Context: an optimization exercise on an open-source flow, tuned for small area. The choices shown serve that exercise and are no tape-out recipe.
In this exercise RTL edits were held to simulation tests only and were not proved equivalent to the original.

==> flow/design.v <==
module alu (
    input  wire [7:0] a,
    input  wire [7:0] b,
    input  wire [2:0] op,
    output reg  [7:0] result,
    output wire       equal_out,
    output wire       carry_out
);
    wire       sub = (op == 3'd1);
    wire [7:0] bx  = b ^ {8{sub}};
    wire [8:0] c;
    wire [7:0] s;
    assign c[0] = sub;
    genvar i;
    generate
        for (i = 0; i < 8; i = i + 1) begin : FA
            assign s[i]   = a[i] ^ bx[i] ^ c[i];
            assign c[i+1] = (a[i] & bx[i]) | (c[i] & (a[i] ^ bx[i]));
        end
    endgenerate
    wire       big = |b[7:3];
    wire       rt  = op[0];
    wire [7:0] ar  = {a[0], a[1], a[2], a[3], a[4], a[5], a[6], a[7]};
    wire [7:0] sh  = (rt ? ar : a) << b[2:0];
    wire [7:0] shr = {sh[0], sh[1], sh[2], sh[3], sh[4], sh[5], sh[6], sh[7]};
    wire [7:0] shv = big ? 8'd0 : (rt ? shr : sh);
    assign equal_out = (op == 3'd5) & (a == b);
    assign carry_out = (op == 3'd0) & c[8];
    always @(*) begin
        case (op)
            3'd0, 3'd1: result = s;
            3'd2:       result = a & b;
            3'd3:       result = a | b;
            3'd4:       result = ~a;
            3'd6, 3'd7: result = shv;
            default:    result = 8'd0;
        endcase
    end
endmodule
module sram_64x8 (
    input  wire       clk,
    input  wire       arst_n,
    input  wire [5:0] tau,        
    input  wire       swept,      
    input  wire       wr_req,     
    input  wire [5:0] addr,       
    input  wire [7:0] wdata,      
    output wire [7:0] rdata
);
    reg        wr_late;
    reg  [7:0] wbuf;              
    reg  [7:0] ring_e [0:31];     
    reg  [7:0] ring_o [0:31];     
    wire [5:0] pos = addr + tau;           
    wire       now = wr_req & ~pos[0];     
    wire       wr  = now | wr_late;
    wire [4:0] port = pos[5:1];            
    wire [7:0] wd  = swept ? (wr_late ? wbuf : wdata) : 8'd0;
    wire [7:0] ring_q = pos[0] ? ring_o[pos[5:1]] : ring_e[pos[5:1]];
    assign rdata = ring_q ^ {8{pos[1] ^ pos[0]}};
    always @(posedge clk or negedge arst_n) begin
        if (!arst_n) begin
            wr_late <= 1'b0;
        end else begin
            wr_late <= wr_req & pos[0];
        end
    end
    integer q;
    always @(posedge clk) begin
        wbuf <= wdata;
        ring_e[0] <= ring_o[31];
        for (q = 1; q < 32; q = q + 1)
            ring_e[q] <= ring_o[q-1];
    end
    always @(posedge clk or negedge arst_n) begin
        if (!arst_n) begin
            for (q = 0; q < 32; q = q + 1)
                ring_o[q] <= (q % 2 == 0) ? 8'hff : 8'h00;
        end else begin
            for (q = 0; q < 32; q = q + 1)
                ring_o[q] <= ~(((wr & (port == q)) | ~swept) ? (wd ^ {8{q[0]}}) : ring_e[q]);
        end
    end
endmodule
module uc_8bits (
    input  wire        clk,
    input  wire        clk_valid,
    input  wire        arst_n,
    input  wire [7:0]  in,
    input  wire [15:0] flash_data,
    output wire [7:0]  out0, out1,
    output wire [11:0] pc_out,
    output wire        bootstrapping,
    output wire        cu_state,
    output wire        equal_flag, carry_flag,
    output wire        out_select
);
    reg        state;
    reg [11:0] pc;
    reg [3:0]  op;           
    reg [3:0]  rd;           
    reg [7:0]  ab;           
    reg [7:0]  a_q;          
    reg [1:0]  fl_src;       
    reg [1:0]  fl;           
    reg [7:0]  out_gpio;
    reg        out_sel;
    reg [5:0]  tau;
    reg        swept;        
    wire [3:0] f_op = flash_data[15:12];
    wire [3:0] ra   = ab[7:4];
    wire [3:0] rb   = ab[3:0];
    wire       f_rd_d  = (f_op == 4'd7);
    wire       ex_st   = (op == 4'd2);
    wire [3:0] rp_addr = state ? rb : (f_rd_d ? flash_data[11:8] : flash_data[7:4]);
    wire [7:0] rp, rq;
    wire [7:0] alu_y;
    wire       alu_eq, alu_c;
    alu ALU (.a(a_q), .b(rp), .op(op[2:0]), .result(alu_y),
             .equal_out(alu_eq), .carry_out(alu_c));
    wire       ex_v = clk_valid & state;
    reg        st_prev;      
    wire [7:0] sram_q;
    sram_64x8 SRAM (.clk(clk), .arst_n(arst_n), .tau(tau), .swept(swept),
                    .wr_req(ex_v & (ex_st | st_prev)),
                    .addr({ra[1:0], rb}), .wdata(rq),
                    .rdata(sram_q));
    wire        taken = (op == 4'd3) | ((op == 4'd4) & fl[1]) | ((op == 4'd5) & fl[0]);
    wire [11:0] pc_d  = taken ? {rd, ab} : pc + 12'd1;
    wire [7:0]  in_val = (pc_d[11:9] == 3'd0) ? flash_data[7:0] : in;
    always @(posedge clk or negedge arst_n) begin
        if (!arst_n) begin
            state <= 1'b0;
            pc    <= 12'd0;
            op    <= 4'd0;
            st_prev <= 1'b0;
        end else if (clk_valid) begin
            state <= ~state;
            if (!state) begin
                pc <= pc_d;
                op <= f_op;
                st_prev <= (op == 4'd2);
            end
        end
    end
    always @(posedge clk) begin
        if (clk_valid & ~state) begin
            rd <= flash_data[11:8];
            ab <= flash_data[7:0];
        end
        if (!state)
            a_q <= (f_op == 4'd6) ? in_val : rp;
    end
    always @(posedge clk or negedge arst_n) begin
        if (!arst_n) begin
            fl_src   <= 2'b00;
            fl       <= 2'b00;
            out_gpio <= 8'd0;
            out_sel  <= 1'b0;
        end else if (clk_valid) begin
            if (state) begin
                fl_src <= {alu_eq, alu_c};
                if (op == 4'd7) begin
                    out_gpio <= a_q;
                    out_sel  <= rb[0];
                end
            end else begin
                fl <= fl_src;
            end
        end
    end
    always @(posedge clk or negedge arst_n) begin
        if (!arst_n) begin
            tau   <= 6'd0;
            swept <= 1'b0;
        end else begin
            tau   <= tau + 6'd1;
            swept <= 1'b1;
        end
    end
    wire       rf_we = ex_v & (op[3] | (op == 4'd1) | (op == 4'd6));
    wire [7:0] rf_wd = op[3] ? alu_y : (op[1] ? a_q : sram_q);
    regfile_ring RF (.clk(clk), .arst_n(arst_n), .tau(tau[3:0]), .swept(swept),
                     .wr_req(rf_we), .waddr(rd), .wdata(rf_wd),
                     .raddr(rp_addr), .rdata(rp), .raddr2(rd), .rdata2(rq));
    assign pc_out        = pc;
    assign bootstrapping = (pc[11:9] == 3'd0);
    assign cu_state      = state;
    assign equal_flag    = fl[1];
    assign carry_flag    = fl[0];
    assign out_select    = out_sel;
    assign out0          = out_sel ? 8'd0 : out_gpio;
    assign out1          = out_sel ? out_gpio : 8'd0;
endmodule
module regfile_ring (
    input  wire       clk,
    input  wire       arst_n,
    input  wire [3:0] tau,
    input  wire       swept,
    input  wire       wr_req,
    input  wire [3:0] waddr,      
    input  wire [7:0] wdata,      
    input  wire [3:0] raddr,
    output wire [7:0] rdata,
    input  wire [3:0] raddr2,     
    output wire [7:0] rdata2      
);
    reg        wr_late;
    reg  [7:0] wbuf;
    reg  [7:0] ring_e [0:7];
    reg  [7:0] ring_o [0:7];
    wire [3:0] wpos = waddr + tau;
    wire       now  = wr_req & ~wpos[0];
    wire       wr   = now | wr_late;
    wire [2:0] port = wpos[3:1];
    wire [7:0] wd   = swept ? (wr_late ? wbuf : wdata) : 8'd0;
    wire [3:0] rpos = raddr + tau;
    wire [7:0] ring_q = (rpos[0] ? ring_o[rpos[3:1]] : ring_e[rpos[3:1]])
                        ^ {8{rpos[1] ^ rpos[0]}};
    assign rdata = (wr_late & (raddr == waddr)) ? wbuf : (swept ? ring_q : 8'd0);
    wire [3:0] rpos2 = raddr2 + tau;
    assign rdata2 = (rpos2[0] ? ring_o[rpos2[3:1]] : ring_e[rpos2[3:1]])
                    ^ {8{rpos2[1] ^ rpos2[0]}};
    always @(posedge clk or negedge arst_n) begin
        if (!arst_n) wr_late <= 1'b0;
        else         wr_late <= wr_req & wpos[0];
    end
    integer q;
    always @(posedge clk) begin
        wbuf <= wdata;
        ring_e[0] <= ring_o[7];
        for (q = 1; q < 8; q = q + 1)
            ring_e[q] <= ring_o[q-1];
    end
    always @(posedge clk or negedge arst_n) begin
        if (!arst_n) begin
            for (q = 0; q < 8; q = q + 1)
                ring_o[q] <= (q % 2 == 0) ? 8'hff : 8'h00;
        end else begin
            for (q = 0; q < 8; q = q + 1)
                ring_o[q] <= ~(((wr & (port == q)) | ~swept) ? (wd ^ {8{q[0]}}) : ring_e[q]);
        end
    end
endmodule
clock: 10.0 ns
lec_check: 0
abc_area: 1
cap_margin: 10
core_margin: 2
core_utilization: 60
slew_margin: 10
standard.sh (not shown) runs the stock make flow with config.mk's settings and CLKGATE_MAP_FILE= SYNTH_SCRIPT=/design/flow/synth_recipe.tcl, a recipe that flattens the netlist after the stock synthesis.
==> flow/flow/run.sh <==
#!/bin/bash
# The standard layout (standard.sh) with these changes to how it is made:
# - clock tree synthesis without dummy loads and with larger sink clusters
# - plain buf_1 port buffers
set -euo pipefail
here=$(pwd)
sed "s|^source \$::env(SCRIPTS_DIR)/synth.tcl|proc abc {args} { set i [lsearch \$args -script]; lset args [expr {\$i+1}] $here/flow/abc_area.script; yosys abc {*}\$args }\nsource \$::env(SCRIPTS_DIR)/synth.tcl|" synth_recipe.tcl > flow_synth.tcl
sed "s|SYNTH_SCRIPT=[^ ]*|SYNTH_SCRIPT=$here/flow_synth.tcl|" standard.sh > flow_standard.sh
export CTS_ARGS="-sink_clustering_enable -repair_clock_nets -dont_use_dummy_load -buf_list sky130_fd_sc_hd__clkbuf_8 -sink_clustering_size 16 -sink_clustering_max_diameter 60"
export BUFFER_PORTS_ARGS="-buffer_cell sky130_fd_sc_hd__buf_1"
bash flow_standard.sh > standard_flow.log 2>&1
==> flow/flow/abc_area.script <==
strash
dch -f
amap
strash
dch -f
amap
topo
Rerun with:
--- a/flow/design.v
+++ b/flow/design.v
@@ -44,6 +44,8 @@
     input  wire       swept,      
     input  wire       wr_req,     
     input  wire [5:0] addr,       
+    input  wire       fetch,      
+    input  wire [5:0] faddr,      
     input  wire [7:0] wdata,      
     output wire [7:0] rdata
 );
@@ -56,8 +58,11 @@
     wire       wr  = now | wr_late;
     wire [4:0] port = pos[5:1];            
     wire [7:0] wd  = swept ? (wr_late ? wbuf : wdata) : 8'd0;
-    wire [7:0] ring_q = pos[0] ? ring_o[pos[5:1]] : ring_e[pos[5:1]];
-    assign rdata = ring_q ^ {8{pos[1] ^ pos[0]}};
+    reg  [7:0] rbuf;
+    wire [5:0] raddr = fetch ? faddr : addr;
+    wire [5:0] rpos  = raddr + tau;
+    wire [7:0] even_q = ring_e[rpos[5:1]] ^ {8{rpos[1]}};
+    assign rdata = rpos[0] ? rbuf : even_q;
     always @(posedge clk or negedge arst_n) begin
         if (!arst_n) begin
             wr_late <= 1'b0;
@@ -65,6 +70,9 @@
             wr_late <= wr_req & pos[0];
         end
     end
+    always @(posedge clk)
+        if (!rpos[0])
+            rbuf <= (wr_late & (raddr == addr)) ? wd : (swept ? even_q : 8'd0);
     integer q;
     always @(posedge clk) begin
         wbuf <= wdata;
@@ -123,7 +131,8 @@
     wire [7:0] sram_q;
     sram_64x8 SRAM (.clk(clk), .arst_n(arst_n), .tau(tau), .swept(swept),
                     .wr_req(ex_v & (ex_st | st_prev)),
-                    .addr({ra[1:0], rb}), .wdata(rq),
+                    .addr({ra[1:0], rb}), .fetch(~state), .faddr(flash_data[5:0]),
+                    .wdata(rq),
                     .rdata(sram_q));
     wire        taken = (op == 4'd3) | ((op == 4'd4) & fl[1]) | ((op == 4'd5) & fl[0]);
     wire [11:0] pc_d  = taken ? {rd, ab} : pc + 12'd1;
=> Area after synthesis decreases by 2.1%. Final cell count shrinks by 3.3%. Cell area is lower by 1.6%. Sequential share of layout area goes up by 1.8 points. Die area is lower by 2.0%. Sequential cell count came out higher by 8. Routed wire length decreases by 18%.

## re-timing with driven ports
No port has a modelled driver above. Below, the same layouts with a new extraction and two added sets of constraints. Step 1, drivers: a clkbuf_16 drives clk and a buf_2 each remaining input, both assumed. Step 2 adds t to the input delays and takes it off the output delays; t is the mean of the earliest and latest rising clock arrival at the registers after step 1. Input paths then give back, and output paths get back, about the clock's delay inside the block. a / b / c = ideal ports / drivers / drivers and shift; a / b = the first two.
run | t, ns | setup WS [ns] | cell pins on the clock port's net
the first run | 0.726 | 0.502 / 0.538 / -0.187 | 1
the second run | 0.729 | 0.498 / 0.533 / -0.196 | 1
With both steps, setup timing fails in the first run and the second run, where it was met with ideal ports. The setup slack of the second run, which loses most, moves by +0.035 ns with the drivers and by -0.694 ns with both steps.
